What follows belongs to an exercise in optimizing a design on an open flow for small area; a production flow would make more cautious choices. Only simulation tests tie the RTL to the original design; equivalence was not proved.

===== flow/config.mk =====
export PLATFORM = sky130hd
export DESIGN_NAME = pulse_oximeter
export DESIGN_NICKNAME = pulse_oximeter
export VERILOG_FILES = /design/flow/design.v
export SDC_FILE = /design/flow/constraint.sdc
export NUM_CORES = 4
export LEC_CHECK = 0
export CAP_MARGIN = 20
export CORE_MARGIN = 2
export CORE_UTILIZATION = 65
export SLEW_MARGIN = 20
export SYNTH_HIERARCHICAL = 1

===== flow/constraint.sdc =====
create_clock -name core_clock -period 15.0 [get_ports {CLK}]
set_input_delay 3.0000 -clock core_clock [delete_from_list [all_inputs] [get_ports {CLK}]]
set_output_delay 3.0000 -clock core_clock [all_outputs]
set_load 0.01 [all_outputs]

===== flow/design.v =====
module FIR_MAC (
    input  [7:0] v0, v1, v2, v3, v4, y0, y1, y2, y3, y4, z0, z1, z2, z3,
    output [18:0] sum
);
    wire s1 = ~(v1[0] ^ v2[0]);
    wire c2 = v1[0] | v2[0];
    wire s3, c4;
    FIR_FA u5 (.a(v1[1]), .b(v2[1]), .c(c2), .s(s3), .co(c4));
    wire s6, c7;
    FIR_FA u8 (.a(v1[2]), .b(v2[2]), .c(c4), .s(s6), .co(c7));
    wire s9, c10;
    FIR_FA u11 (.a(v1[3]), .b(v2[3]), .c(c7), .s(s9), .co(c10));
    wire s12, c13;
    FIR_FA u14 (.a(v1[4]), .b(v2[4]), .c(c10), .s(s12), .co(c13));
    wire s15, c16;
    FIR_FA u17 (.a(v1[5]), .b(v2[5]), .c(c13), .s(s15), .co(c16));
    wire s18, c19;
    FIR_FA u20 (.a(v1[6]), .b(v2[6]), .c(c16), .s(s18), .co(c19));
    wire s21, c22;
    FIR_FA u23 (.a(v1[7]), .b(v2[7]), .c(c19), .s(s21), .co(c22));
    wire s24 = ~(v3[0] ^ z3[0]);
    wire c25 = v3[0] | z3[0];
    wire s26, c27;
    FIR_FA u28 (.a(v3[1]), .b(z3[1]), .c(c25), .s(s26), .co(c27));
    wire s29, c30;
    FIR_FA u31 (.a(v3[2]), .b(z3[2]), .c(c27), .s(s29), .co(c30));
    wire s32, c33;
    FIR_FA u34 (.a(v3[3]), .b(z3[3]), .c(c30), .s(s32), .co(c33));
    wire s35, c36;
    FIR_FA u37 (.a(v3[4]), .b(z3[4]), .c(c33), .s(s35), .co(c36));
    wire s38, c39;
    FIR_FA u40 (.a(v3[5]), .b(z3[5]), .c(c36), .s(s38), .co(c39));
    wire s41, c42;
    FIR_FA u43 (.a(v3[6]), .b(z3[6]), .c(c39), .s(s41), .co(c42));
    wire s44, c45;
    FIR_FA u46 (.a(v3[7]), .b(z3[7]), .c(c42), .s(s44), .co(c45));
    wire s47 = ~(v4[0] ^ y1[0]);
    wire c48 = v4[0] | y1[0];
    wire s49, c50;
    FIR_FA u51 (.a(v4[1]), .b(y1[1]), .c(c48), .s(s49), .co(c50));
    wire s52, c53;
    FIR_FA u54 (.a(v4[2]), .b(y1[2]), .c(c50), .s(s52), .co(c53));
    wire s55, c56;
    FIR_FA u57 (.a(v4[3]), .b(y1[3]), .c(c53), .s(s55), .co(c56));
    wire s58, c59;
    FIR_FA u60 (.a(v4[4]), .b(y1[4]), .c(c56), .s(s58), .co(c59));
    wire s61, c62;
    FIR_FA u63 (.a(v4[5]), .b(y1[5]), .c(c59), .s(s61), .co(c62));
    wire s64, c65;
    FIR_FA u66 (.a(v4[6]), .b(y1[6]), .c(c62), .s(s64), .co(c65));
    wire s67, c68;
    FIR_FA u69 (.a(v4[7]), .b(y1[7]), .c(c65), .s(s67), .co(c68));
    wire s70 = z1[0] ^ z2[0];
    wire c71 = z1[0] & z2[0];
    wire s72, c73;
    FIR_FA u74 (.a(z1[1]), .b(z2[1]), .c(c71), .s(s72), .co(c73));
    wire s75, c76;
    FIR_FA u77 (.a(z1[2]), .b(z2[2]), .c(c73), .s(s75), .co(c76));
    wire s78, c79;
    FIR_FA u80 (.a(z1[3]), .b(z2[3]), .c(c76), .s(s78), .co(c79));
    wire s81, c82;
    FIR_FA u83 (.a(z1[4]), .b(z2[4]), .c(c79), .s(s81), .co(c82));
    wire s84, c85;
    FIR_FA u86 (.a(z1[5]), .b(z2[5]), .c(c82), .s(s84), .co(c85));
    wire s87, c88;
    FIR_FA u89 (.a(z1[6]), .b(z2[6]), .c(c85), .s(s87), .co(c88));
    wire s90, c91;
    FIR_FA u92 (.a(z1[7]), .b(z2[7]), .c(c88), .s(s90), .co(c91));
    wire s93, c94;
    FIR_FA u95 (.a(~v1[0]), .b(z3[0]), .c(s70), .s(s93), .co(c94));
    wire s96, c97;
    FIR_FA u98 (.a(v0[0]), .b(v1[1]), .c(y0[0]), .s(s96), .co(c97));
    wire s99, c100;
    FIR_FA u101 (.a(y4[0]), .b(s1), .c(s96), .s(s99), .co(c100));
    wire s102, c103;
    FIR_FA u104 (.a(z3[1]), .b(s47), .c(s72), .s(s102), .co(c103));
    wire s105, c106;
    FIR_FA u107 (.a(c94), .b(~s99), .c(s102), .s(s105), .co(c106));
    wire s108, c109;
    FIR_FA u110 (.a(v0[1]), .b(v1[2]), .c(v2[0]), .s(s108), .co(c109));
    wire s111, c112;
    FIR_FA u113 (.a(y3[0]), .b(z3[2]), .c(s24), .s(s111), .co(c112));
    wire s114, c115;
    FIR_FA u116 (.a(y0[1]), .b(y4[1]), .c(c97), .s(s114), .co(c115));
    wire s117, c118;
    FIR_FA u119 (.a(s108), .b(s3), .c(c100), .s(s117), .co(c118));
    wire s120, c121;
    FIR_FA u122 (.a(s49), .b(s111), .c(s75), .s(s120), .co(c121));
    wire s123, c124;
    FIR_FA u125 (.a(c103), .b(s120), .c(c106), .s(s123), .co(c124));
    wire s126, c127;
    FIR_FA u128 (.a(s114), .b(s117), .c(~s123), .s(s126), .co(c127));
    wire s129, c130;
    FIR_FA u131 (.a(v0[2]), .b(v1[3]), .c(v2[1]), .s(s129), .co(c130));
    wire s132, c133;
    FIR_FA u134 (.a(v4[0]), .b(y3[1]), .c(z2[0]), .s(s132), .co(c133));
    wire s135, c136;
    FIR_FA u137 (.a(y0[2]), .b(y0[0]), .c(y4[2]), .s(s135), .co(c136));
    wire s138, c139;
    FIR_FA u140 (.a(c109), .b(s129), .c(s135), .s(s138), .co(c139));
    wire s141, c142;
    FIR_FA u143 (.a(z3[3]), .b(s132), .c(s26), .s(s141), .co(c142));
    wire s144, c145;
    FIR_FA u146 (.a(c115), .b(s138), .c(s6), .s(s144), .co(c145));
    wire s147, c148;
    FIR_FA u149 (.a(c112), .b(s52), .c(s141), .s(s147), .co(c148));
    wire s150, c151;
    FIR_FA u152 (.a(s78), .b(c121), .c(s147), .s(s150), .co(c151));
    wire s153, c154;
    FIR_FA u155 (.a(c118), .b(s144), .c(c127), .s(s153), .co(c154));
    wire s156, c157;
    FIR_FA u158 (.a(c124), .b(s150), .c(~s153), .s(s156), .co(c157));
    wire s159, c160;
    FIR_FA u161 (.a(v0[3]), .b(v1[4]), .c(v2[2]), .s(s159), .co(c160));
    wire s162, c163;
    FIR_FA u164 (.a(y0[3]), .b(y0[1]), .c(y1[0]), .s(s162), .co(c163));
    wire s165, c166;
    FIR_FA u167 (.a(v4[1]), .b(y3[2]), .c(z2[1]), .s(s165), .co(c166));
    wire s168, c169;
    FIR_FA u170 (.a(y4[3]), .b(z0[0]), .c(z3[0]), .s(s168), .co(c169));
    wire s171, c172;
    FIR_FA u173 (.a(c130), .b(c136), .c(s159), .s(s171), .co(c172));
    wire s174, c175;
    FIR_FA u176 (.a(z3[4]), .b(c133), .c(s165), .s(s174), .co(c175));
    wire s177, c178;
    FIR_FA u179 (.a(s162), .b(s168), .c(c139), .s(s177), .co(c178));
    wire s180, c181;
    FIR_FA u182 (.a(s174), .b(s29), .c(c142), .s(s180), .co(c181));
    wire s183, c184;
    FIR_FA u185 (.a(s171), .b(s177), .c(s9), .s(s183), .co(c184));
    wire s186, c187;
    FIR_FA u188 (.a(s55), .b(c148), .c(s180), .s(s186), .co(c187));
    wire s189, c190;
    FIR_FA u191 (.a(s81), .b(c151), .c(s186), .s(s189), .co(c190));
    wire s192, c193;
    FIR_FA u194 (.a(c145), .b(s183), .c(c154), .s(s192), .co(c193));
    wire s195, c196;
    FIR_FA u197 (.a(s189), .b(~s192), .c(c157), .s(s195), .co(c196));
    wire s198, c199;
    FIR_FA u200 (.a(v0[4]), .b(v1[5]), .c(v2[3]), .s(s198), .co(c199));
    wire s201, c202;
    FIR_FA u203 (.a(v2[0]), .b(v4[2]), .c(y3[3]), .s(s201), .co(c202));
    wire s204, c205;
    FIR_FA u206 (.a(y0[4]), .b(y0[2]), .c(y1[1]), .s(s204), .co(c205));
    wire s207, c208;
    FIR_FA u209 (.a(y4[4]), .b(z0[1]), .c(z3[1]), .s(s207), .co(c208));
    wire s210, c211;
    FIR_FA u212 (.a(z1[0]), .b(z2[2]), .c(z3[5]), .s(s210), .co(c211));
    wire s213, c214;
    FIR_FA u215 (.a(s24), .b(c160), .c(c163), .s(s213), .co(c214));
    wire s216, c217;
    FIR_FA u218 (.a(c169), .b(s198), .c(s204), .s(s216), .co(c217));
    wire s219, c220;
    FIR_FA u221 (.a(c166), .b(s201), .c(s210), .s(s219), .co(c220));
    wire s222, c223;
    FIR_FA u224 (.a(s207), .b(c172), .c(s213), .s(s222), .co(c223));
    wire s225, c226;
    FIR_FA u227 (.a(s216), .b(c178), .c(s222), .s(s225), .co(c226));
    wire s228, c229;
    FIR_FA u230 (.a(c175), .b(s219), .c(s32), .s(s228), .co(c229));
    wire s231, c232;
    FIR_FA u233 (.a(s225), .b(s12), .c(c184), .s(s231), .co(c232));
    wire s234, c235;
    FIR_FA u236 (.a(c181), .b(s58), .c(c187), .s(s234), .co(c235));
    wire s237, c238;
    FIR_FA u239 (.a(s228), .b(s84), .c(c190), .s(s237), .co(c238));
    wire s240, c241;
    FIR_FA u242 (.a(~s231), .b(s234), .c(s237), .s(s240), .co(c241));
    wire s243, c244;
    FIR_FA u245 (.a(~c193), .b(s240), .c(c196), .s(s243), .co(c244));
    wire s246, c247;
    FIR_FA u248 (.a(v0[5]), .b(v1[6]), .c(v2[4]), .s(s246), .co(c247));
    wire s249, c250;
    FIR_FA u251 (.a(v2[1]), .b(v4[3]), .c(y3[4]), .s(s249), .co(c250));
    wire s252, c253;
    FIR_FA u254 (.a(y0[5]), .b(y0[3]), .c(y1[2]), .s(s252), .co(c253));
    wire s255, c256;
    FIR_FA u257 (.a(y3[0]), .b(y4[5]), .c(z0[2]), .s(s255), .co(c256));
    wire s258, c259;
    FIR_FA u260 (.a(z1[1]), .b(z2[3]), .c(z3[6]), .s(s258), .co(c259));
    wire s261, c262;
    FIR_FA u263 (.a(z3[2]), .b(s47), .c(c199), .s(s261), .co(c262));
    wire s264, c265;
    FIR_FA u266 (.a(c202), .b(c211), .c(s249), .s(s264), .co(c265));
    wire s267, c268;
    FIR_FA u269 (.a(c205), .b(c208), .c(s246), .s(s267), .co(c268));
    wire s270, c271;
    FIR_FA u272 (.a(s252), .b(s255), .c(s26), .s(s270), .co(c271));
    wire s273, c274;
    FIR_FA u275 (.a(c214), .b(c217), .c(s261), .s(s273), .co(c274));
    wire s276, c277;
    FIR_FA u278 (.a(s258), .b(c220), .c(s264), .s(s276), .co(c277));
    wire s279, c280;
    FIR_FA u281 (.a(s267), .b(s270), .c(c223), .s(s279), .co(c280));
    wire s282, c283;
    FIR_FA u284 (.a(s273), .b(c226), .c(s279), .s(s282), .co(c283));
    wire s285, c286;
    FIR_FA u287 (.a(s276), .b(s35), .c(c229), .s(s285), .co(c286));
    wire s288, c289;
    FIR_FA u290 (.a(s282), .b(s15), .c(c232), .s(s288), .co(c289));
    wire s291, c292;
    FIR_FA u293 (.a(s61), .b(c235), .c(s285), .s(s291), .co(c292));
    wire s294, c295;
    FIR_FA u296 (.a(s87), .b(c238), .c(s291), .s(s294), .co(c295));
    wire s297, c298;
    FIR_FA u299 (.a(~s288), .b(s294), .c(c241), .s(s297), .co(c298));
    wire s300 = ~c244 ^ ~s297;
    wire c301 = ~c244 & ~s297;
    wire s302 = ~(v0[6] ^ v1[7]);
    wire c303 = v0[6] | v1[7];
    wire s304, c305;
    FIR_FA u306 (.a(v2[5]), .b(y0[6]), .c(y0[4]), .s(s304), .co(c305));
    wire s307, c308;
    FIR_FA u309 (.a(v2[2]), .b(v4[4]), .c(y3[5]), .s(s307), .co(c308));
    wire s310, c311;
    FIR_FA u312 (.a(y1[3]), .b(y2[0]), .c(y3[1]), .s(s310), .co(c311));
    wire s313, c314;
    FIR_FA u315 (.a(y4[6]), .b(z0[3]), .c(z3[3]), .s(s313), .co(c314));
    wire s316, c317;
    FIR_FA u318 (.a(z1[2]), .b(z2[4]), .c(z3[7]), .s(s316), .co(c317));
    wire s319, c320;
    FIR_FA u321 (.a(s1), .b(s70), .c(s302), .s(s319), .co(c320));
    wire s322, c323;
    FIR_FA u324 (.a(c247), .b(c253), .c(c256), .s(s322), .co(c323));
    wire s325, c326;
    FIR_FA u327 (.a(c250), .b(c259), .c(s307), .s(s325), .co(c326));
    wire s328, c329;
    FIR_FA u330 (.a(s304), .b(s310), .c(s313), .s(s328), .co(c329));
    wire s331, c332;
    FIR_FA u333 (.a(s49), .b(s319), .c(c262), .s(s331), .co(c332));
    wire s334, c335;
    FIR_FA u336 (.a(s316), .b(c265), .c(s325), .s(s334), .co(c335));
    wire s337, c338;
    FIR_FA u339 (.a(c268), .b(s322), .c(s328), .s(s337), .co(c338));
    wire s340, c341;
    FIR_FA u342 (.a(s29), .b(c271), .c(c274), .s(s340), .co(c341));
    wire s343, c344;
    FIR_FA u345 (.a(s331), .b(s337), .c(c280), .s(s343), .co(c344));
    wire s346, c347;
    FIR_FA u348 (.a(s340), .b(c283), .c(s343), .s(s346), .co(c347));
    wire s349, c350;
    FIR_FA u351 (.a(c277), .b(s334), .c(s38), .s(s349), .co(c350));
    wire s352, c353;
    FIR_FA u354 (.a(s346), .b(s18), .c(c289), .s(s352), .co(c353));
    wire s355, c356;
    FIR_FA u357 (.a(c286), .b(s64), .c(c292), .s(s355), .co(c356));
    wire s358, c359;
    FIR_FA u360 (.a(s349), .b(s90), .c(s355), .s(s358), .co(c359));
    wire s361, c362;
    FIR_FA u363 (.a(c295), .b(s358), .c(c298), .s(s361), .co(c362));
    wire s364, c365;
    FIR_FA u366 (.a(s352), .b(~s361), .c(c301), .s(s364), .co(c365));
    wire s367, c368;
    FIR_FA u369 (.a(v0[7]), .b(v2[6]), .c(v2[0]), .s(s367), .co(c368));
    wire s370, c371;
    FIR_FA u372 (.a(v3[0]), .b(y0[7]), .c(y0[5]), .s(s370), .co(c371));
    wire s373, c374;
    FIR_FA u375 (.a(v2[3]), .b(v4[5]), .c(y3[6]), .s(s373), .co(c374));
    wire s376, c377;
    FIR_FA u378 (.a(y1[4]), .b(y2[1]), .c(y3[2]), .s(s376), .co(c377));
    wire s379, c380;
    FIR_FA u381 (.a(y4[7]), .b(z0[4]), .c(z3[4]), .s(s379), .co(c380));
    wire s382, c383;
    FIR_FA u384 (.a(z1[3]), .b(z2[5]), .c(c308), .s(s382), .co(c383));
    wire s385, c386;
    FIR_FA u387 (.a(c303), .b(c305), .c(c311), .s(s385), .co(c386));
    wire s388, c389;
    FIR_FA u390 (.a(c314), .b(s367), .c(s370), .s(s388), .co(c389));
    wire s391, c392;
    FIR_FA u393 (.a(s376), .b(s379), .c(s3), .s(s391), .co(c392));
    wire s394, c395;
    FIR_FA u396 (.a(s72), .b(c320), .c(c323), .s(s394), .co(c395));
    wire s397, c398;
    FIR_FA u399 (.a(c317), .b(s373), .c(c326), .s(s397), .co(c398));
    wire s400, c401;
    FIR_FA u402 (.a(c329), .b(s385), .c(s388), .s(s400), .co(c401));
    wire s403, c404;
    FIR_FA u405 (.a(s52), .b(s391), .c(c332), .s(s403), .co(c404));
    wire s406, c407;
    FIR_FA u408 (.a(s382), .b(c335), .c(s397), .s(s406), .co(c407));
    wire s409, c410;
    FIR_FA u411 (.a(s394), .b(c338), .c(s400), .s(s409), .co(c410));
    wire s412, c413;
    FIR_FA u414 (.a(s32), .b(c341), .c(s403), .s(s412), .co(c413));
    wire s415, c416;
    FIR_FA u417 (.a(s409), .b(c344), .c(s412), .s(s415), .co(c416));
    wire s418, c419;
    FIR_FA u420 (.a(s406), .b(s41), .c(c350), .s(s418), .co(c419));
    wire s421, c422;
    FIR_FA u423 (.a(c347), .b(s415), .c(s21), .s(s421), .co(c422));
    wire s424, c425;
    FIR_FA u426 (.a(c91), .b(s67), .c(c356), .s(s424), .co(c425));
    wire s427, c428;
    FIR_FA u429 (.a(s418), .b(c359), .c(s424), .s(s427), .co(c428));
    wire s430, c431;
    FIR_FA u432 (.a(c353), .b(s421), .c(~s427), .s(s430), .co(c431));
    wire s433, c434;
    FIR_FA u435 (.a(~c362), .b(s430), .c(c365), .s(s433), .co(c434));
    wire s436, c437;
    FIR_FA u438 (.a(v2[7]), .b(v2[1]), .c(v3[1]), .s(s436), .co(c437));
    wire s439, c440;
    FIR_FA u441 (.a(v2[4]), .b(v4[6]), .c(y3[7]), .s(s439), .co(c440));
    wire s442, c443;
    FIR_FA u444 (.a(y0[6]), .b(y1[5]), .c(y2[2]), .s(s442), .co(c443));
    wire s445, c446;
    FIR_FA u447 (.a(y3[3]), .b(z0[5]), .c(z3[5]), .s(s445), .co(c446));
    wire s448, c449;
    FIR_FA u450 (.a(z1[4]), .b(z2[6]), .c(c374), .s(s448), .co(c449));
    wire s451, c452;
    FIR_FA u453 (.a(c368), .b(c371), .c(c377), .s(s451), .co(c452));
    wire s454, c455;
    FIR_FA u456 (.a(c380), .b(s436), .c(s442), .s(s454), .co(c455));
    wire s457, c458;
    FIR_FA u459 (.a(s445), .b(c386), .c(c389), .s(s457), .co(c458));
    wire s460, c461;
    FIR_FA u462 (.a(s439), .b(c383), .c(s448), .s(s460), .co(c461));
    wire s463, c464;
    FIR_FA u465 (.a(s451), .b(s454), .c(s6), .s(s463), .co(c464));
    wire s466, c467;
    FIR_FA u468 (.a(s75), .b(c392), .c(c395), .s(s466), .co(c467));
    wire s469, c470;
    FIR_FA u471 (.a(c401), .b(s457), .c(s55), .s(s469), .co(c470));
    wire s472, c473;
    FIR_FA u474 (.a(s463), .b(c404), .c(s466), .s(s472), .co(c473));
    wire s475, c476;
    FIR_FA u477 (.a(c398), .b(s460), .c(c407), .s(s475), .co(c476));
    wire s478, c479;
    FIR_FA u480 (.a(c410), .b(s35), .c(s469), .s(s478), .co(c479));
    wire s481, c482;
    FIR_FA u483 (.a(c413), .b(s472), .c(s478), .s(s481), .co(c482));
    wire s484, c485;
    FIR_FA u486 (.a(c416), .b(s481), .c(c22), .s(s484), .co(c485));
    wire s487, c488;
    FIR_FA u489 (.a(s475), .b(c68), .c(s44), .s(s487), .co(c488));
    wire s490, c491;
    FIR_FA u492 (.a(c419), .b(s487), .c(c425), .s(s490), .co(c491));
    wire s493, c494;
    FIR_FA u495 (.a(c422), .b(s484), .c(c431), .s(s493), .co(c494));
    wire s496, c497;
    FIR_FA u498 (.a(c428), .b(s490), .c(~s493), .s(s496), .co(c497));
    wire s499 = c434 ^ ~s496;
    wire c500 = c434 & ~s496;
    wire s501 = ~(~v2[5] ^ v2[2]);
    wire c502 = ~v2[5] | v2[2];
    wire s503, c504;
    FIR_FA u505 (.a(v3[2]), .b(y0[7]), .c(y1[6]), .s(s503), .co(c504));
    wire s506, c507;
    FIR_FA u508 (.a(v4[7]), .b(z1[5]), .c(z2[7]), .s(s506), .co(c507));
    wire s509, c510;
    FIR_FA u511 (.a(y2[3]), .b(y3[4]), .c(z0[6]), .s(s509), .co(c510));
    wire s512, c513;
    FIR_FA u514 (.a(z3[6]), .b(s501), .c(c437), .s(s512), .co(c513));
    wire s515, c516;
    FIR_FA u517 (.a(c443), .b(c446), .c(s503), .s(s515), .co(c516));
    wire s518, c519;
    FIR_FA u520 (.a(c440), .b(s506), .c(c449), .s(s518), .co(c519));
    wire s521, c522;
    FIR_FA u523 (.a(s509), .b(c452), .c(c455), .s(s521), .co(c522));
    wire s524, c525;
    FIR_FA u526 (.a(s512), .b(s515), .c(c458), .s(s524), .co(c525));
    wire s527, c528;
    FIR_FA u529 (.a(s521), .b(s9), .c(s78), .s(s527), .co(c528));
    wire s530, c531;
    FIR_FA u532 (.a(c464), .b(c467), .c(s524), .s(s530), .co(c531));
    wire s533, c534;
    FIR_FA u535 (.a(s58), .b(c470), .c(s527), .s(s533), .co(c534));
    wire s536, c537;
    FIR_FA u538 (.a(c461), .b(s518), .c(c476), .s(s536), .co(c537));
    wire s539, c540;
    FIR_FA u541 (.a(c473), .b(s530), .c(s38), .s(s539), .co(c540));
    wire s542, c543;
    FIR_FA u544 (.a(c479), .b(s533), .c(s539), .s(s542), .co(c543));
    wire s545, c546;
    FIR_FA u547 (.a(c482), .b(s542), .c(c485), .s(s545), .co(c546));
    wire s548, c549;
    FIR_FA u550 (.a(s536), .b(c45), .c(c488), .s(s548), .co(c549));
    wire s551, c552;
    FIR_FA u553 (.a(~s545), .b(s548), .c(c491), .s(s551), .co(c552));
    wire s554, c555;
    FIR_FA u556 (.a(s551), .b(~c494), .c(c497), .s(s554), .co(c555));
    wire s557 = c500 ^ ~s554;
    wire c558 = c500 & ~s554;
    wire s559 = ~(~v2[6] ^ v2[3]);
    wire c560 = ~v2[6] | v2[3];
    wire s561, c562;
    FIR_FA u563 (.a(v3[3]), .b(y1[7]), .c(y2[4]), .s(s561), .co(c562));
    wire s564, c565;
    FIR_FA u566 (.a(y3[5]), .b(z0[7]), .c(z3[7]), .s(s564), .co(c565));
    wire s567, c568;
    FIR_FA u569 (.a(c502), .b(s559), .c(c504), .s(s567), .co(c568));
    wire s570, c571;
    FIR_FA u572 (.a(c510), .b(s561), .c(s564), .s(s570), .co(c571));
    wire s573, c574;
    FIR_FA u575 (.a(c513), .b(c516), .c(s567), .s(s573), .co(c574));
    wire s576, c577;
    FIR_FA u578 (.a(z1[6]), .b(c507), .c(c519), .s(s576), .co(c577));
    wire s579, c580;
    FIR_FA u581 (.a(s570), .b(c522), .c(s573), .s(s579), .co(c580));
    wire s582, c583;
    FIR_FA u584 (.a(c525), .b(s579), .c(s12), .s(s582), .co(c583));
    wire s585, c586;
    FIR_FA u587 (.a(s81), .b(c528), .c(c531), .s(s585), .co(c586));
    wire s588, c589;
    FIR_FA u590 (.a(s61), .b(c534), .c(s582), .s(s588), .co(c589));
    wire s591, c592;
    FIR_FA u593 (.a(s585), .b(s41), .c(c540), .s(s591), .co(c592));
    wire s594, c595;
    FIR_FA u596 (.a(s588), .b(c543), .c(s591), .s(s594), .co(c595));
    wire s597, c598;
    FIR_FA u599 (.a(s576), .b(c537), .c(c549), .s(s597), .co(c598));
    wire s600, c601;
    FIR_FA u602 (.a(s594), .b(c546), .c(~s597), .s(s600), .co(c601));
    wire s603, c604;
    FIR_FA u605 (.a(c552), .b(~s600), .c(c555), .s(s603), .co(c604));
    wire s606 = c558 ^ ~s603;
    wire c607 = c558 & ~s603;
    wire s608 = ~(~v2[7] ^ v2[4]);
    wire c609 = ~v2[7] | v2[4];
    wire s610, c611;
    FIR_FA u612 (.a(v3[4]), .b(y2[5]), .c(y3[6]), .s(s610), .co(c611));
    wire s613, c614;
    FIR_FA u615 (.a(c560), .b(s608), .c(c562), .s(s613), .co(c614));
    wire s616, c617;
    FIR_FA u618 (.a(c565), .b(s610), .c(c568), .s(s616), .co(c617));
    wire s619, c620;
    FIR_FA u621 (.a(c571), .b(s613), .c(c574), .s(s619), .co(c620));
    wire s622, c623;
    FIR_FA u624 (.a(s616), .b(c580), .c(s619), .s(s622), .co(c623));
    wire s625, c626;
    FIR_FA u627 (.a(s622), .b(s15), .c(s84), .s(s625), .co(c626));
    wire s628, c629;
    FIR_FA u630 (.a(c583), .b(c586), .c(s64), .s(s628), .co(c629));
    wire s631, c632;
    FIR_FA u633 (.a(c589), .b(s625), .c(s44), .s(s631), .co(c632));
    wire s634, c635;
    FIR_FA u636 (.a(c592), .b(s628), .c(s631), .s(s634), .co(c635));
    wire s637, c638;
    FIR_FA u639 (.a(z1[7]), .b(c577), .c(~c595), .s(s637), .co(c638));
    wire s640, c641;
    FIR_FA u642 (.a(~s634), .b(s637), .c(c598), .s(s640), .co(c641));
    wire s643, c644;
    FIR_FA u645 (.a(~c601), .b(s640), .c(c604), .s(s643), .co(c644));
    wire s646 = c607 ^ ~s643;
    wire c647 = c607 & ~s643;
    wire s648, c649;
    FIR_FA u650 (.a(v2[5]), .b(v3[5]), .c(y2[6]), .s(s648), .co(c649));
    wire s651, c652;
    FIR_FA u653 (.a(y3[7]), .b(c609), .c(c611), .s(s651), .co(c652));
    wire s654, c655;
    FIR_FA u656 (.a(s648), .b(c614), .c(s651), .s(s654), .co(c655));
    wire s657, c658;
    FIR_FA u659 (.a(c617), .b(s654), .c(c620), .s(s657), .co(c658));
    wire s660, c661;
    FIR_FA u662 (.a(c623), .b(s657), .c(s18), .s(s660), .co(c661));
    wire s663, c664;
    FIR_FA u665 (.a(s87), .b(c626), .c(c45), .s(s663), .co(c664));
    wire s666, c667;
    FIR_FA u668 (.a(s67), .b(c629), .c(s660), .s(s666), .co(c667));
    wire s669, c670;
    FIR_FA u671 (.a(c632), .b(s663), .c(s666), .s(s669), .co(c670));
    wire s672, c673;
    FIR_FA u674 (.a(c635), .b(~c638), .c(s669), .s(s672), .co(c673));
    wire s675, c676;
    FIR_FA u677 (.a(~s672), .b(c641), .c(c644), .s(s675), .co(c676));
    wire s678 = c647 ^ ~s675;
    wire c679 = c647 & ~s675;
    wire s680, c681;
    FIR_FA u682 (.a(v2[6]), .b(v3[6]), .c(y2[7]), .s(s680), .co(c681));
    wire s683, c684;
    FIR_FA u685 (.a(c649), .b(s680), .c(c652), .s(s683), .co(c684));
    wire s686, c687;
    FIR_FA u688 (.a(c655), .b(s683), .c(c658), .s(s686), .co(c687));
    wire s689, c690;
    FIR_FA u691 (.a(s686), .b(c68), .c(s21), .s(s689), .co(c690));
    wire s692, c693;
    FIR_FA u694 (.a(s90), .b(c661), .c(c664), .s(s692), .co(c693));
    wire s695, c696;
    FIR_FA u697 (.a(s689), .b(c667), .c(s692), .s(s695), .co(c696));
    wire s698, c699;
    FIR_FA u700 (.a(c670), .b(s695), .c(c673), .s(s698), .co(c699));
    wire s701, c702;
    FIR_FA u703 (.a(s698), .b(~c676), .c(c679), .s(s701), .co(c702));
    wire s704 = ~(v2[7] ^ v3[7]);
    wire c705 = v2[7] | v3[7];
    wire s706, c707;
    FIR_FA u708 (.a(s704), .b(c681), .c(c684), .s(s706), .co(c707));
    wire s709, c710;
    FIR_FA u711 (.a(s706), .b(c687), .c(c22), .s(s709), .co(c710));
    wire s712, c713;
    FIR_FA u714 (.a(c91), .b(c690), .c(s709), .s(s712), .co(c713));
    wire s715, c716;
    FIR_FA u717 (.a(c693), .b(s712), .c(c696), .s(s715), .co(c716));
    wire s718, c719;
    FIR_FA u720 (.a(s715), .b(c699), .c(c702), .s(s718), .co(c719));
    wire s721 = ~(c705 ^ c707);
    wire c722 = c705 | c707;
    wire s723, c724;
    FIR_FA u725 (.a(s721), .b(c710), .c(c713), .s(s723), .co(c724));
    wire s726, c727;
    FIR_FA u728 (.a(s723), .b(c716), .c(c719), .s(s726), .co(c727));
    wire s729 = ~(c722 ^ c724);
    wire c730 = c722 | c724;
    wire s731 = c727 ^ s729;
    wire c732 = c727 & s729;
    wire s733 = ~(c730 ^ c732);
    wire c734 = c730 | c732;
    assign sum = {s733, s731, s726, s718, s701, s678, s646, s606, s557, s499, s433, s364, s300, ~s243, ~s195, ~s156, s126, ~s105, ~s93};
endmodule
module FIR_FA (input a, input b, input c, output s, output co);
    assign s  = a ^ b ^ c;
    assign co = (a & b) | (c & (a ^ b));
endmodule
module pulse_oximeter (
    input             CLK,
    input             rst_n,
    input             Find_Setting,
    input      [7:0]  V_ADC,
    output reg [6:0]  DC_Comp,
    output reg [3:0]  PGA_Gain,
    output reg        LED_IR,
    output reg        LED_RED,
    output reg [19:0] Out_IR,
    output reg [19:0] Out_RED
);
    wire       clk = CLK;
    wire [7:0] Vppg = V_ADC;
    reg        clk_filter;
    wire       en = !clk_filter;
    localparam S0 = 4'b0110,
               S1 = 4'b0000, S9 = 4'b0001, S2 = 4'b0010, S3 = 4'b0011,
               S4 = 4'b0100, S8 = 4'b0101,
               S5 = 4'b1000, S11 = 4'b1001, S6 = 4'b1010, S7 = 4'b1011,
               S10 = 4'b1101;
    reg [3:0] State;
    reg [8:0] cnt;
    reg [6:0] Oth_DC;
    reg [3:0] Oth_Gain;
    wire ir_on = State[3];
    wire [2:0] step = State[2:0];
    wire run  = (step == 3'b101);
    wire half = ir_on;
    wire clip = ir_on ? ((Vppg < 8'd21) | (Vppg > 8'd250))
                      : ((Vppg < 8'd4)  | (Vppg > 8'd250));
    wire low  = Vppg < 8'd150;
    wire [8:0] cnt_next = {cnt[7:0], ~(cnt[8] ^ cnt[4])};
    wire c2   = cnt[1];                      
    wire c4   = cnt[3];                      
    wire c475 = (cnt == 9'b110100001);
    wire q0   = ~cnt[0];                     
    wire qodd = (cnt[0] & ~cnt[1]) | (cnt[2] & ~cnt[3]);    
    wire q023 = ~cnt[0] | (cnt[1] & ~cnt[3]);               
    wire clip_end = (step == 3'b011) & clip;    
    wire toggle   = run & c4;                   
    wire swap     = (clip_end & ir_on) | toggle;
    wire cap_red  = (clip_end & ir_on) | (toggle & ir_on);
    wire cap_ir   = toggle & ~ir_on;
    always @(*) begin
        LED_IR  = ir_on;
        LED_RED = ~ir_on & (step != 3'b110) & ((step != 3'b000) | cnt[0]);
    end
    always @(posedge clk) begin
        if (!rst_n) clk_filter <= 1'b0;
        else        clk_filter <= !clk_filter;
    end
    always @(posedge clk) begin
        if (clip_end | toggle) begin
            Oth_DC   <= DC_Comp;
            Oth_Gain <= PGA_Gain;
        end
    end
    always @(posedge clk) begin
        if (!rst_n) begin
            State    <= S0;
            cnt      <= 9'd0;
            DC_Comp  <= 7'd0;
            PGA_Gain <= 4'd0;
        end else begin
            if (swap) begin
                DC_Comp  <= Oth_DC;
                PGA_Gain <= Oth_Gain;
            end
            case (step)
            3'b110: begin
                if (Find_Setting) State <= S1;
            end
            3'b000: begin
                PGA_Gain <= 4'd0;
                if (c2) State <= {ir_on, 3'b001};
                else cnt <= cnt_next;
            end
            3'b001: begin
                DC_Comp <= DC_Comp + 7'd1;
                if (low) State <= {ir_on, 3'b010};
            end
            3'b010: begin
                PGA_Gain <= PGA_Gain + 4'd1;
                cnt      <= 9'd0;
                State    <= {ir_on, 3'b011};
            end
            3'b011: begin
                if (clip) begin
                    cnt   <= 9'd0;
                    State <= ir_on ? S8 : S4;
                end else if (c475) State <= {ir_on, 3'b010};
                else cnt <= cnt_next;
            end
            3'b100: begin
                DC_Comp <= 7'd0;
                State   <= S5;
            end
            default: begin  
                if (c4) begin
                    cnt   <= 9'd0;
                    State <= {~ir_on, 3'b101};
                end else cnt <= cnt_next;
            end
            endcase
        end
    end
    reg [7:0] R0, R1, R2, R3, R4, R5;
    reg [7:0] I0, I1, I2, I3, I4, I5;
    wire shift_red = cap_red | !run;
    wire shift_ir  = cap_ir  | !run;
    always @(posedge clk) begin
        if (shift_red) begin
            R0 <= cap_red ? Vppg : 8'd0;
            R1 <= R0; R2 <= R1; R3 <= R2; R4 <= R3; R5 <= R4;
        end
    end
    always @(posedge clk) begin
        if (shift_ir) begin
            I0 <= cap_ir ? Vppg : 8'd0;
            I1 <= I0; I2 <= I1; I3 <= I2; I4 <= I3; I5 <= I4;
        end
    end
    wire ch_red = run & ~(qodd ^ half);
    wire ch_ir  = run &  (qodd ^ half);
    wire rev    = qodd;
    wire red_rev = ch_red & rev, red_fwd = ch_red & ~rev;
    wire ir_rev = ch_ir & rev,  ir_fwd = ch_ir & ~rev;
    wire [7:0] v0 = ({8{red_fwd}} & R0) | ({8{red_rev}} & R4) | ({8{ir_fwd}} & I0) | ({8{ir_rev}} & I4);
    wire [7:0] v1 = ({8{red_fwd}} & R1) | ({8{red_rev}} & R3) | ({8{ir_fwd}} & I1) | ({8{ir_rev}} & I3);
    wire [7:0] v2 = ({8{ch_red}} & R2) | ({8{ch_ir}} & I2);
    wire [7:0] v3 = ({8{red_fwd}} & R3) | ({8{red_rev}} & R1) | ({8{ir_fwd}} & I3) | ({8{ir_rev}} & I1);
    wire [7:0] v4 = ({8{red_fwd}} & R4) | ({8{red_rev}} & R0) | ({8{ir_fwd}} & I4) | ({8{ir_rev}} & I0);
    wire [7:0] v5 = ({8{ch_red}} & R5) | ({8{ch_ir}} & I5);
    wire sel1 = q0;      
    wire sel2 = q023;    
    wire [7:0] y0 = sel1 ? v1 : v0;
    wire [7:0] y1 = sel1 ? v2 : v1;
    wire [7:0] y2 = sel1 ? v3 : v2;
    wire [7:0] y3 = sel1 ? v4 : v3;
    wire [7:0] y4 = sel1 ? v5 : v4;
    wire [7:0] z0 = sel2 ? v1 : v0;
    wire [7:0] z1 = sel2 ? v2 : v1;
    wire [7:0] z2 = sel2 ? v3 : v2;
    wire [7:0] z3 = sel2 ? v4 : v3;
    wire [18:0] mac;
    FIR_MAC u_mac (
        .v0(v0), .v1(v1), .v2(v2), .v3(v3), .v4(v4),
        .y0(y0), .y1(y1), .y2(y2), .y3(y3), .y4(y4),
        .z0(z0), .z1(z1), .z2(z2), .z3(z3),
        .sum(mac)
    );
    reg [18:0] A;
    always @(posedge clk) A <= mac;
    always @(posedge clk) begin
        if (!rst_n) begin
            Out_IR  <= 0;
            Out_RED <= 0;
        end else if (en) begin
            Out_RED <= (ch_red | !run) ? mac : A;
            Out_IR  <= ch_red ? A : mac;
        end
    end
endmodule

===== flow/flow/run.sh =====
#!/bin/bash
# The standard layout (standard.sh), with two changes: the port buffers are
# made from the smallest buffer cell, and the clock tree may use clkbuf_8 as
# well as clkbuf_16, in smaller sink clusters, without dummy loads.
set -e
export BUFFER_PORTS_ARGS="-buffer_cell sky130_fd_sc_hd__buf_1"
export CTS_ARGS='-sink_clustering_enable -repair_clock_nets -root_buf sky130_fd_sc_hd__clkbuf_16 -buf_list {sky130_fd_sc_hd__clkbuf_8 sky130_fd_sc_hd__clkbuf_16} -sink_clustering_size 10 -sink_clustering_max_diameter 40 -dont_use_dummy_load'
bash standard.sh > standard.log 2>&1

===== flow/standard.sh =====
#!/bin/bash
# synth_recipe.tcl (not shown) runs the flow's synth.tcl, then flattens the netlist and writes it again
# the make line also repeats each setting of config.mk as NAME=value (left out here)
make -C /OpenROAD-flow-scripts/flow DESIGN_CONFIG=/design/flow/config.mk WORK_HOME=/design/flow/orfs CLKGATE_MAP_FILE= SYNTH_SCRIPT=/design/flow/synth_recipe.tcl "${@:-finish}"

==> impl_metrics.ini, run 1 <==
[sta]
tightest_slew_ns = 0.997
min_period_ns = 12.25
hold_viol = 0
max_slew_margin_pct = 33.4
tns_ns = 0
fin_ws_ns = 2.75
rsz0062_at_grt = no
drv_slew = 0
fmax_ghz = 0.0816
setup_viol = 0
holdWs_ns = 0.432
skew_ns = 0.0261
period_share_pct = 81.7

[worst_setup_path]
cpPeakStageDelay_ns = 0.76
required_ns = 15.27
crit_fanout = 22
critPathSlowestCell = dfxtp_1
arrival_ns = 12.52
critPathLaunchType = flop
worstSetupPathType = flop to flop
cp_common_cell = fa_1
endpoint_kind = flop

[worst_hold_path]
min_path_type = flop to flop

[yosys]
synth_edf_count = 107
synthFlopType = edfxtp_1
synth-compound-area-share_pct = 10.8
yosys_warnings = 7
synth-simple-area-share_pct = 5.88
yosys.area_share.adder_pct = 34.6
ys_types = 54
synth-xor-area-share_pct = 0.310
synth_top_area_cell = fa_1
synth.area.top_cells = fa_1, edfxtp_1, dfxtp_1, mux4_2, o21ai_0
synth_top_area_share_pct = 32.9
synth_commonest_cells = fa_1, inv_1, edfxtp_1
synth_top_family_by_area = adder cells
syn-cell-area_sq_um = 14100
seq_area_frac_synth_pct = 34.3
ys_seq_elements = 189
yosysMostFrequentCell = fa_1
avgSynthCellArea_sq_um = 12.2
synthCells = 1154
synthArstFlopShare_pct = 0
muxShareOfSynthArea_pct = 7.86

[layout]
layout-drive-gt1-share_pct = 6.89
area.growth.synth_to_final_pct = 4.96
fin_nets = 1426
fin_area_sq_um = 14800
antennaDiodeCount = 0

[drt]
highest_layer = met4
wirelength_mm = 31.8
wl_met2_mm = 15.1
first_pass_iters = 6
via_per_inst = 6.17
wl_met3_mm = 2.55
drt_iter0_drc = 577
m1WireLength_mm = 13.1
vias = 8861
avgRoutedWirePerCell_microns = 22.1
ant_nets = 0
drc = 0

[global_route]
antenna_found_initial = 0
first_global_vias = 9134
gr-total-overflow = 0
grt_max_degree = 77
grt_pass1_wl_mm = 50.0
grtUsageTotal_pct = 30.3

[cts]
clk-insertion-delay-late_ns = 0.44
cts_tree = yes
cts_made_buffers = 17
cts_resized = 0
postCtsHoldBufs = 0
cts.clk_slew.worst_paths_ns = 0.07
htree_num_levels = 4
clock_path_buffers = 2
clock-sinks = 189
post_cts_buffers = 0
clockRootBuffer = clkbuf_16

[floorplanning]
dieWidth_microns = 151
die_area_sq_um = 22900
start_util_pct = 66.8
fp.dieH_microns = 151
num_rows = 53
core_area_sq_um = 21200
io_pins = 64

[placement]
dpl_cell_area_sq_um = 14400
dpl_worst_slack_ns = 2.83
port_buffers = 61
place.detailed.hpwl_mm = 25.3
place_congestion = 0.957

[outcome]
outcome = no timing/DRC/antenna violations

[flow_run]
maxCapViolCount = 0
## layout by cell type (no fill, tap or decap), types with 4 or more instances in the layout
master,count
ha_1,20
clkbuf_16,17
nand3_1,60
mux4_2,32
mux2i_1,39
inv_1,111
nor2b_1,5
buf_4,12
a221oi_1,8
o211a_1,6
and2_1,7
nor3_1,8
edfxtp_1,107
o21ai_1,7
nand2_1,63
dfxtp_1,81
inv_2,4
o211ai_1,5
a22oi_1,8
fa_1,232
o21ai_0,94
a21oi_1,91
a32o_1,6
buf_1,60
and3_1,7
nor2_1,18
## layer usage
layer / up-vias / track usage, %
li1: 3984 / -
met1: 4449 / 41.8
met2: 365 / 47.9
met3: 63 / 6.71
met4: 0 / 11.4
met5: - / 0
## per-module statistics from Yosys (local to each module, per instance)
module | copies in the design | cells inside
FIR_FA | 232 | 1
FIR_MAC | 1 | 98
pulse_oximeter | 1 | 824
## logic make-up (layout without fill, tap and decap cells)
logic type / Yosys count / after routing
compound gates: 258 / 258
xor+xnor: 5 / 5
fa+ha+maj: 252 / 252
buf+inv: 199 / 205
flops: 189 / 189
mux: 71 / 71
other cells: 1 / 2
simple gates: 179 / 179
## per-stage QoR
step,utilization [%],cells
3_5_place_dp,68.1,1419
3_3_place_gp,68.1,1419
2_1_floorplan,-,1155
4_1_cts,70.1,1436
5_1_grt,70.1,1436
6_report,70.1,1436
## flip-flops by register name, indices dropped and copies added, names as in the netlist, 4 cells and up
signal / flops
A: 19
DC_Comp: 7
I0: 8
I1: 8
I2: 8
I3: 8
I4: 8
I5: 8
Oth_DC: 7
Oth_Gain: 4
Out_IR: 19
Out_RED: 19
PGA_Gain: 4
R0: 8
R1: 8
R2: 8
R3: 8
R4: 8
R5: 8
State: 4
cnt: 9
## path summary, 6_finish.rpt
kind              slack, ns          end  startpoint  cells after the start
setup / recovery       2.75  Out_RED[18]    State[2]                     32
setup reg to reg       2.75  Out_RED[18]    State[2]                     32
hold reg to reg        0.43   clk_filter  clk_filter                      1
hold / removal         0.43   clk_filter  clk_filter                      1
## area by class of cell
cell class              count  area [sq um]
clock buffers              17           425
inverters                 115           432
well taps                 275           344
repair buffers             73           320
fillers                  1551          6320
multi-input cells         767          8460
flip-flops and latches    189          4860
## worst max-delay path: cells and delay by family (launching register included)
kind	cells	cell delay (ns)
AOI/OAI and AO/OA	3	0.79
xor gates and xnor gates	1	0.18
adders and majority gates	21	8.60
buffers and inverters	4	0.33
DFF	1	0.76
muxes	1	0.14
and+or+nand+nor	2	1.27
==> run 2: changes to the inputs <==
==> flow/flow/run.sh (replaced) <==
#!/bin/bash
# The standard layout (standard.sh), with two changes: the port buffers are
# made from the smallest buffer cell, and the clock tree's sink buffers are
# clkbuf_8 (below a clkbuf_16 root), without dummy loads.
set -e
export BUFFER_PORTS_ARGS="-buffer_cell sky130_fd_sc_hd__buf_1"
export CTS_ARGS='-sink_clustering_enable -repair_clock_nets -root_buf sky130_fd_sc_hd__clkbuf_16 -buf_list {sky130_fd_sc_hd__clkbuf_8} -sink_buffer_max_cap_derate 0.3 -dont_use_dummy_load'
bash standard.sh > standard.log 2>&1
--- a/flow/config.mk
+++ b/flow/config.mk
@@ -7,6 +7,7 @@
 export LEC_CHECK = 0
 export CAP_MARGIN = 20
 export CORE_MARGIN = 2
-export CORE_UTILIZATION = 65
+export CORE_UTILIZATION = 85
+export PLACE_DENSITY = 0.9
 export SLEW_MARGIN = 20
 export SYNTH_HIERARCHICAL = 1
==> run 2 against run 1 <==
Wire length rose by 23%. Non-clock buffer count unchanged. Register-to-register slack lost 0.47 ns. Clock skew up 0.010 ns. Global-route usage increased by 17 points. Critical path depth grew 6. First-iteration DRC count grew to 3.0 times the previous value. Via count up 14%. Synthesized cell count unchanged. Core utilization is 19 points higher. Cell area is 1.6% lower. Largest cell class unchanged. Highest routed layer unchanged.
==> impl_metrics.ini, run 2 <==
[outcome]
outcome = no timing/DRC/antenna violations

[global_route]
grtUsageMet3_pct = 15.5
first_global_vias = 10800
grt_max_degree = 97
use_met1_pct = 57.0
use_met2_pct = 75.8
grtUsageTotal_pct = 47.8
grt.busiest_layer = met2
antenna_found_initial = 1
gr-total-overflow = 0
grt_pass1_wl_mm = 61.2

[yosys]
seq_area_frac_synth_pct = 34.3
syn-cell-area_sq_um = 14100
yosysMostFrequentCell = fa_1
ys_seq_elements = 189
synth_commonest_cells = fa_1, inv_1, edfxtp_1
synthFlopType = edfxtp_1
ys_types = 54
synthCells = 1154
avgSynthCellArea_sq_um = 12.2
synth.area.top_cells = fa_1, edfxtp_1, dfxtp_1, mux4_2, o21ai_0
synth_top_area_share_pct = 32.9
synth_top_area_cell = fa_1
synth_edf_count = 107
yosys_warnings = 7
synthArstFlopShare_pct = 0

[drt]
vias = 10100
drt_iter0_drc = 1718
wirelength_mm = 39.0
drc = 0
first_pass_iters = 5
ant_nets = 0
avgRoutedWirePerCell_microns = 28.2
via_per_inst = 7.31

[worst_hold_path]
min_path_type = flop to flop

[floorplanning]
num_rows = 47
die_area_sq_um = 17700
fp.dieH_microns = 133
dieWidth_microns = 133
core_area_sq_um = 16400
io_pins = 64
start_util_pct = 86.2

[placement]
place_congestion = 1.04
port_buffers = 61
placed_cells = 1364
place.detailed.hpwl_mm = 28.2

[worst_setup_path]
cpPeakStageDelay_ns = 0.52
endpoint_kind = flop
cp_common_cell = fa_1
required_ns = 15.32
critPathLaunchType = flop
crit_fanout = 48
worstSetupPathType = flop to flop
critPathSlowestCell = fa_1
arrival_ns = 13.04

[cts]
htree_num_levels = 4
clock_path_buffers = 2
clock-sinks = 189
cts.clk_slew.worst_paths_ns = 0.08
cts_resized = 0
postCtsHoldBufs = 0
clk-insertion-delay-late_ns = 0.41
clockRootBuffer = clkbuf_16
post_cts_buffers = 0
cts_tree = yes
cts_made_buffers = 17

[sta]
setup_viol = 0
tns_ns = 0
min_period_ns = 12.72
skew_ns = 0.0363
fmax_ghz = 0.0786
period_share_pct = 84.8
rsz0062_at_grt = no
max_slew_margin_pct = 34.4
hold_viol = 0
tightest_slew_ns = 0.974
drv_slew = 0

[layout]
reg_top3 = A (19), Out_IR (19), Out_RED (19)
antennaDiodeCount = 0
area.growth.synth_to_final_pct = 3.23
fin_nets = 1426
regArea_sq_um = 4860
multi_input_area_sq_um = 8460
nFillCells = 681
layout-drive-gt1-share_pct = 6.80
stdcell_count = 1381
final_common_cell = fa_1
final_cell_mix = fa_1, inv_1, edfxtp_1, o21ai_0, a21oi_1

[flow_run]
maxCapViolCount = 0
==> run 2: cell counts after synthesis <==
No cell type changed its count.
==> run 2: per-module statistics from Yosys, one instance, submodules excluded <==
module	cell area, sq um	cells inside
FIR_FA	20.0	1
pulse_oximeter	8910	824
FIR_MAC	583	98
==> run 2: per-layer routing <==
layer	routed length, microns	part of all wire [%]
met2	18800	48
met3	4880	13
met1	12300	32
met5	0	0
met4	2910	7.5
==> run 2: layout make-up <==
cell class	count	area share [%]
timing repair buffer	73	2.20
tap	220	1.89
sequential	189	33.3
inverter	115	2.96
clock buffer	17	1.68
multi-input combinational	767	58.0
==> run 2: through the flow <==
stage / hold WS (ns) / setup WS (ns) / instance area (sq um) / utilization [%]
after CTS: 0.426 / 2.51 / 14600 / 88.9
after detailed placement: 0.414 / 2.70 / 14300 / 87.4
after global placement: 0.409 / 3.05 / 14300 / 87.4
after global routing: 0.441 / 1.85 / 14600 / 88.9
final: 0.424 / 2.28 / 14600 / 88.9
after floorplan: 0.392 / 4.09 / 14100 / -
==> run 2: logic make-up after synthesis <==
kind of cell	synth area share [%]
AO/OA/AOI/OAI	10.8
XOR/XNOR	0.310
adder cells (fa/ha/maj)	34.6
buffers and inverters	6.12
flip-flops	34.3
multiplexers	7.86
other	0.0265
AND/OR/NAND/NOR	5.88
==> run 2: path summary, 6_finish.rpt <==
kind	cells after the start	start	end	slack (ns)
worst max-delay path	38	cnt[0]	Out_RED[18]	2.28
worst min-delay path	1	clk_filter	clk_filter	0.42
worst max register to register	38	cnt[0]	Out_RED[18]	2.28
worst min register to register	1	clk_filter	clk_filter	0.42
==> run 2: critical path, delay by kind of cell (launching register included) <==
family | cells | cell delay [ns]
AOI/OAI and AO/OA | 4 | 1.06
xor gates and xnor gates | 2 | 0.59
adders and majority gates | 22 | 8.67
buffers and inverters | 8 | 1.61
DFF | 1 | 0.39
muxes | 1 | 0.14
and+or+nand+nor | 1 | 0.19
==> run 3: changes to the inputs <==
==> flow/flow/run.sh (replaced) <==
#!/bin/bash
# The standard layout (standard.sh), with two changes: the port buffers are
# made from the smallest buffer cell, and the clock tree may use clkbuf_8 as
# well as clkbuf_16, in smaller sink clusters, without dummy loads.
set -e
export BUFFER_PORTS_ARGS="-buffer_cell sky130_fd_sc_hd__buf_1"
export CTS_ARGS='-sink_clustering_enable -repair_clock_nets -root_buf sky130_fd_sc_hd__clkbuf_16 -buf_list {sky130_fd_sc_hd__clkbuf_8} -sink_buffer_max_cap_derate 0.3 -dont_use_dummy_load'
bash standard.sh > standard.log 2>&1
--- a/flow/config.mk
+++ b/flow/config.mk
@@ -7,7 +7,7 @@
 export LEC_CHECK = 0
 export CAP_MARGIN = 20
 export CORE_MARGIN = 2
-export CORE_UTILIZATION = 85
-export PLACE_DENSITY = 0.9
+export CORE_UTILIZATION = 75
+export PLACE_DENSITY = 0.8
 export SLEW_MARGIN = 20
 export SYNTH_HIERARCHICAL = 1
==> run 3 against run 2 <==
Clock skew grew 0.0024 ns. Still clean on timing, DRC and antenna. Flip-flop and latch count stayed put. Critical path depth decreased by 3. Clock-buffer cell count is the same. Core utilization is 10 points lower. Cell count up 1.1%.
==> impl_metrics.ini, run 3 <==
[outcome]
outcome = no timing/DRC/antenna violations

[worst_setup_path]
required_ns = 15.32
critPathSlowestCell = fa_1
worstSetupPathType = flop to flop
crit_family = adder cells
arrival_ns = 12.76
critPathLaunchType = flop
crit_buf_inv = 7
cpPeakStageDelay_ns = 0.52
crit_fanout = 48
endpoint_kind = flop
cp_common_cell = fa_1

[sta]
rsz0062_at_grt = no
fin_ws_ns = 2.56
setup_viol = 0
drv_slew = 0
fmax_ghz = 0.0804
period_share_pct = 82.9
hold_viol = 0
tightest_slew_ns = 1.02
max_slew_margin_pct = 31.1
skew_ns = 0.0387
tns_ns = 0
min_period_ns = 12.44

[layout]
fin_area_sq_um = 14600
post-route-util_pct = 78.7
final_cell_mix = fa_1, inv_1, edfxtp_1, o21ai_0, a21oi_1
area.growth.synth_to_final_pct = 3.51
final_common_cell = fa_1
layout-drive-gt1-share_pct = 6.88
stdcell_count = 1396
reg_top3 = A (19), Out_IR (19), Out_RED (19)
antennaDiodeCount = 0
fin_nets = 1427

[drt]
via_per_inst = 6.58
drc = 0
first_pass_iters = 6
wirelength_mm = 32.0
avgRoutedWirePerCell_microns = 22.9
ant_nets = 0
drt_iter0_drc = 813
vias = 9184

[yosys]
seq_area_frac_synth_pct = 34.3
syn-cell-area_sq_um = 14100
synth.area.top_cells = fa_1, edfxtp_1, dfxtp_1, mux4_2, o21ai_0
synth_commonest_cells = fa_1, inv_1, edfxtp_1
synth_top_area_share_pct = 32.9
ys_seq_elements = 189
synth_edf_count = 107
avgSynthCellArea_sq_um = 12.2
yosysMostFrequentCell = fa_1
synth_top_area_cell = fa_1
yosys_warnings = 7
synthCells = 1154
synthFlopType = edfxtp_1
ys_types = 54
synthArstFlopShare_pct = 0

[floorplanning]
dieWidth_microns = 141
io_pins = 64
start_util_pct = 76.1
fp.dieH_microns = 141
num_rows = 50
core_area_sq_um = 18600
die_area_sq_um = 20000

[placement]
port_buffers = 61
dpl_cell_area_sq_um = 14400
place.detailed.hpwl_mm = 25.6
place_congestion = 0.985
dpl_worst_slack_ns = 2.55
placed_cells = 1379

[global_route]
gr-total-overflow = 0
grtUsageTotal_pct = 34.1
grt_max_degree = 77
antenna_found_initial = 0
grt_pass1_wl_mm = 50.3
first_global_vias = 9213

[cts]
postCtsHoldBufs = 0
post_cts_buffers = 0
clock_path_buffers = 2
htree_num_levels = 4
cts.clk_slew.worst_paths_ns = 0.09
cts_made_buffers = 17
cts_tree = yes
clk-insertion-delay-late_ns = 0.40
clock-sinks = 189
cts_resized = 0
clockRootBuffer = clkbuf_16

[flow_run]
maxCapViolCount = 0

[worst_hold_path]
min_path_type = flop to flop
==> run 3: cell counts after synthesis <==
Identical to the previous run, type by type.
==> run 3: logic make-up (layout without fill, tap and decap cells) <==
| logic type | after synthesis | in the layout | synth area share (%) |
|---|---|---|---|
| AOI/OAI and AO/OA | 258 | 258 | 10.8 |
| adders and majority gates | 252 | 252 | 34.6 |
| buffers and inverters | 199 | 206 | 6.12 |
| DFF | 189 | 189 | 34.3 |
| and+or+nand+nor | 179 | 179 | 5.88 |
| muxes | 71 | 71 | 7.86 |
| xor gates and xnor gates | 5 | 5 | 0.310 |
| other | 1 | 2 | 0.0265 |
==> run 3: per-layer routing <==
layer  GRT usage (%)  up-vias  part of all wire (%)
met4            11.8        0                   3.3
met1            47.0     4606                    39
met5               0        -                     0
met2            54.2      497                    49
li1                -     4001                     -
met3            8.91       80                   9.0
==> run 3: worst reg2reg max path: cells and delay by family (launching register included) <==
| family | cells | cell delay, ns |
|---|---|---|
| adders and majority gates | 20 | 8.23 |
| buffers and inverters | 7 | 1.77 |
| AOI/OAI and AO/OA | 4 | 1.16 |
| xor gates and xnor gates | 2 | 0.57 |
| DFF | 1 | 0.31 |
| and+or+nand+nor | 1 | 0.25 |
| muxes | 1 | 0.11 |
==> run 3: final cells by class <==
type	instances	area, sq um
multi-input cells	767	8460
inverters	115	432
fillers	1146	3950
flip-flops and latches	189	4860
well taps	234	293
clock buffers	17	245
repair buffers	74	348
==> run 3: metrics by stage <==
stage	hold slack [ns]
after floorplan	0.392
after global placement	0.409
after detailed placement	0.413
after CTS	0.428
after global routing	0.440
final	0.424
==> run 3: final timing paths <==
kind                 to       start  cells past startpoint  slack [ns]
max reg2reg  Out_IR[18]      cnt[0]                     35        2.56
max          Out_IR[18]      cnt[0]                     35        2.56
min reg2reg  clk_filter  clk_filter                      1        0.42
min          clk_filter  clk_filter                      1        0.42
==> run 3: per-module statistics from Yosys (local to each module, per instance) <==
module	copies in the design	flip-flops and latches
FIR_FA	232	0
FIR_MAC	1	0
pulse_oximeter	1	189
==> run 4: changes to the inputs <==
--- a/flow/design.v
+++ b/flow/design.v
@@ -617,20 +617,25 @@
             endcase
         end
     end
-    reg [7:0] R0, R1, R2, R3, R4, R5;
-    reg [7:0] I0, I1, I2, I3, I4, I5;
+    reg [7:0] R0, R1, R2, R3, R4;
+    reg [7:0] I0, I1, I2, I3, I4;
+    reg [7:0] V5;
     wire shift_red = cap_red | !run;
     wire shift_ir  = cap_ir  | !run;
     always @(posedge clk) begin
         if (shift_red) begin
             R0 <= cap_red ? Vppg : 8'd0;
-            R1 <= R0; R2 <= R1; R3 <= R2; R4 <= R3; R5 <= R4;
+            R1 <= R0; R2 <= R1; R3 <= R2; R4 <= R3;
         end
     end
     always @(posedge clk) begin
+        if (cap_ir)         V5 <= I4;
+        else if (shift_red) V5 <= R4;
+    end
+    always @(posedge clk) begin
         if (shift_ir) begin
             I0 <= cap_ir ? Vppg : 8'd0;
-            I1 <= I0; I2 <= I1; I3 <= I2; I4 <= I3; I5 <= I4;
+            I1 <= I0; I2 <= I1; I3 <= I2; I4 <= I3;
         end
     end
     wire ch_red = run & ~(qodd ^ half);
@@ -643,7 +648,7 @@
     wire [7:0] v2 = ({8{ch_red}} & R2) | ({8{ch_ir}} & I2);
     wire [7:0] v3 = ({8{red_fwd}} & R3) | ({8{red_rev}} & R1) | ({8{ir_fwd}} & I3) | ({8{ir_rev}} & I1);
     wire [7:0] v4 = ({8{red_fwd}} & R4) | ({8{red_rev}} & R0) | ({8{ir_fwd}} & I4) | ({8{ir_rev}} & I0);
-    wire [7:0] v5 = ({8{ch_red}} & R5) | ({8{ch_ir}} & I5);
+    wire [7:0] v5 = {8{run}} & V5;
     wire sel1 = q0;      
     wire sel2 = q023;    
     wire [7:0] y0 = sel1 ? v1 : v0;
==> flow/flow/run.sh (replaced) <==
#!/bin/bash
# The standard layout (standard.sh), with two changes: the port buffers are
# made from the smallest buffer cell, and the clock tree is built without
# dummy loads.
set -e
export BUFFER_PORTS_ARGS="-buffer_cell sky130_fd_sc_hd__buf_1"
export CTS_ARGS='-sink_clustering_enable -repair_clock_nets -dont_use_dummy_load'
bash standard.sh > standard.log 2>&1
==> run 4 against run 3 <==
Cell count rose by 2.8%. Via count is 2.6% higher. Critical endpoint unchanged. Fmax is 2.4% higher. Wire length increased by 5.1%. Still clean. Critical path depth fell by 3. Clock skew up 0.0033 ns. Register-to-register slack better by 0.29 ns. Area after synthesis down 0.97%.
==> impl_metrics.ini, run 4 <==
[floorplanning]
num_rows = 49
dieWidth_microns = 141
die_area_sq_um = 19800
fp.dieH_microns = 141
start_util_pct = 77.1
io_pins = 64
core_area_sq_um = 18100

[worst_setup_path]
crit_fanout = 85
critPathLaunchType = flop
cpPeakStageDelay_ns = 0.91
worstSetupPathType = flop to flop
endpoint_kind = flop
critPathSlowestCell = dfxtp_1
required_ns = 15.34
cp_common_cell = fa_1
arrival_ns = 12.49

[layout]
area.growth.synth_to_final_pct = 4.59
fin_area_sq_um = 14600
layout-drive-gt1-share_pct = 7.38
nFillCells = 1082
final_common_cell = fa_1
antennaDiodeCount = 0
fin_nets = 1471
final_cell_mix = fa_1, nand2_1, inv_1, o21ai_0, edfxtp_1
reg_top3 = A (19), Out_IR (19), Out_RED (19)

[sta]
max_slew_margin_pct = 34.2
setup_viol = 0
hold_viol = 0
skew_ns = 0.0420
fmax_ghz = 0.0823
rsz0062_at_grt = no
min_period_ns = 12.15
drv_slew = 0
period_share_pct = 81.0
tightest_slew_ns = 0.986
tns_ns = 0

[yosys]
ys_types = 63
synth_top_area_cell = fa_1
avgSynthCellArea_sq_um = 11.7
seq_area_frac_synth_pct = 33.0
yosys_warnings = 7
yosysMostFrequentCell = fa_1
synthCells = 1195
synth_commonest_cells = fa_1, nand2_1, inv_1
synthFlopType = edfxtp_1
synth.area.top_cells = fa_1, edfxtp_1, dfxtp_1, mux4_2, nand2_1
ys_seq_elements = 181
synthArstFlopShare_pct = 0
syn-cell-area_sq_um = 14000
synth_edf_count = 99
synth_top_area_share_pct = 33.2

[drt]
vias = 9423
ant_nets = 0
drc = 0
first_pass_iters = 6
wirelength_mm = 33.6
drt_iter0_drc = 1010
via_per_inst = 6.57
avgRoutedWirePerCell_microns = 23.4

[global_route]
grt_pass1_wl_mm = 53.8
grt_max_degree = 86
antenna_found_initial = 0
gr-total-overflow = 0
grtUsageTotal_pct = 36.6
first_global_vias = 9708

[cts]
cts_tree = yes
clock_path_buffers = 2
cts.clk_slew.worst_paths_ns = 0.06
cts_resized = 0
cts_made_buffers = 17
clk-insertion-delay-late_ns = 0.45
clockRootBuffer = clkbuf_16
postCtsHoldBufs = 0
htree_num_levels = 4
clock-sinks = 181
post_cts_buffers = 0

[flow_run]
maxCapViolCount = 0

[placement]
place_congestion = 0.977
place.detailed.hpwl_mm = 26.0
dpl_cell_area_sq_um = 14200
port_buffers = 61

[outcome]
outcome = no timing/DRC/antenna violations

[worst_hold_path]
min_path_type = flop to flop
==> run 4: worst paths after layout <==
check / startpoint / to / slack (ns) / cells past startpoint
setup / recovery: State[2] / Out_IR[18] / 2.85 / 32
hold / removal: clk_filter / clk_filter / 0.44 / 1
setup reg to reg: State[2] / Out_IR[18] / 2.85 / 32
hold reg to reg: clk_filter / clk_filter / 0.44 / 1
==> run 4: final cells by class <==
cell class	count	area [sq um]	area share (%)
Tap cell	229	287	1.96
Sequential cell	181	4620	31.5
Clock buffer	17	425	2.91
Multi-Input combinational cell	823	8570	58.6
Inverter	114	430	2.94
Timing Repair Buffer	71	305	2.09
==> run 4: cell families (layout without fill, tap and decap cells) <==
logic type      Yosys count  count (layout)  synth area share, %
simple gates            279             279                 8.96
fa+ha+maj               252             252                 35.0
compound gates          227             227                 9.63
buf+inv                 192             202                 6.00
flops                   181             181                 33.0
mux                      55              55                 6.90
xor+xnor                  8               8                0.554
other cells               1               2               0.0268
==> run 4: worst max-delay path: cells and delay by family (launching register included) <==
family / cells / cell delay, ns
buffers and inverters: 4 / 0.84
XOR/XNOR: 1 / 0.24
flip-flops: 1 / 0.91
AND/OR/NAND/NOR: 4 / 0.91
adder cells (fa/ha/maj): 21 / 8.48
AO/OA/AOI/OAI: 2 / 0.61
==> run 4: modules after synthesis (local to each module, per instance) <==
module | cells inside | flip-flops and latches | cell area, sq um | copies in the design
FIR_FA | 1 | 0 | 20.0 | 232
FIR_MAC | 98 | 0 | 583 | 1
pulse_oximeter | 865 | 181 | 8770 | 1
==> run 4: per-layer routing <==
metal | vias to the layer above | wire [microns] | GRT usage, %
li1 | 4083 | - | -
met1 | 4686 | 12800 | 50.9
met2 | 554 | 16200 | 59.0
met3 | 100 | 3310 | 7.24
met4 | 0 | 1330 | 13.6
met5 | - | 0 | 0
==> run 4: stage by stage <==
step                      setup WS, ns  std cells  hold WS [ns]  util (%)
after global placement            3.24       1418         0.419      78.3
after detailed placement          2.90       1418         0.430      78.3
after floorplan                   4.04       1196         0.393         -
final                             2.85       1435         0.440      80.7
after global routing              2.29       1435         0.477      80.7
after CTS                         2.89       1435         0.442      80.7

-- port drivers added, routing unchanged --
The results above use ideal ports. As a check the final layouts listed here were re-extracted and re-timed, cells and wires unchanged. Step 1 (the two cells are an assumption about what drives the block):
set clk [get_ports {CLK}]
set_driving_cell -lib_cell sky130_fd_sc_hd__clkbuf_16 $clk
set_driving_cell -lib_cell sky130_fd_sc_hd__buf_2 [delete_from_list [all_inputs] $clk]
Step 2 moves the port delays by t, midway between the first and last clock arrival at a register: inputs arrive t later, outputs are due t later. That takes back most of the time a late clock gives input paths. Three values: no drivers, after step 1, after step 2; two values: the first two.
| run | t (ns) | setup slack, ns | worst setup path after step 2 | worst register clock-pin slew, ns | pins driven straight from the clock port |
|---|---|---|---|---|---|
| run 1 | 0.477 | 2.749 / 2.749 / 2.749 | register to register | 0.08 / 0.08 | 1 |
| run 2 | 0.441 | 2.279 / 2.279 / 2.279 | register to register | 0.12 / 0.12 | 1 |
| run 3 | 0.422 | 2.559 / 2.559 / 2.559 | register to register | 0.10 / 0.10 | 1 |
| run 4 | 0.477 | 2.846 / 2.846 / 2.846 | register to register | 0.09 / 0.09 | 1 |
After both steps setup and hold are still met in every run listed.
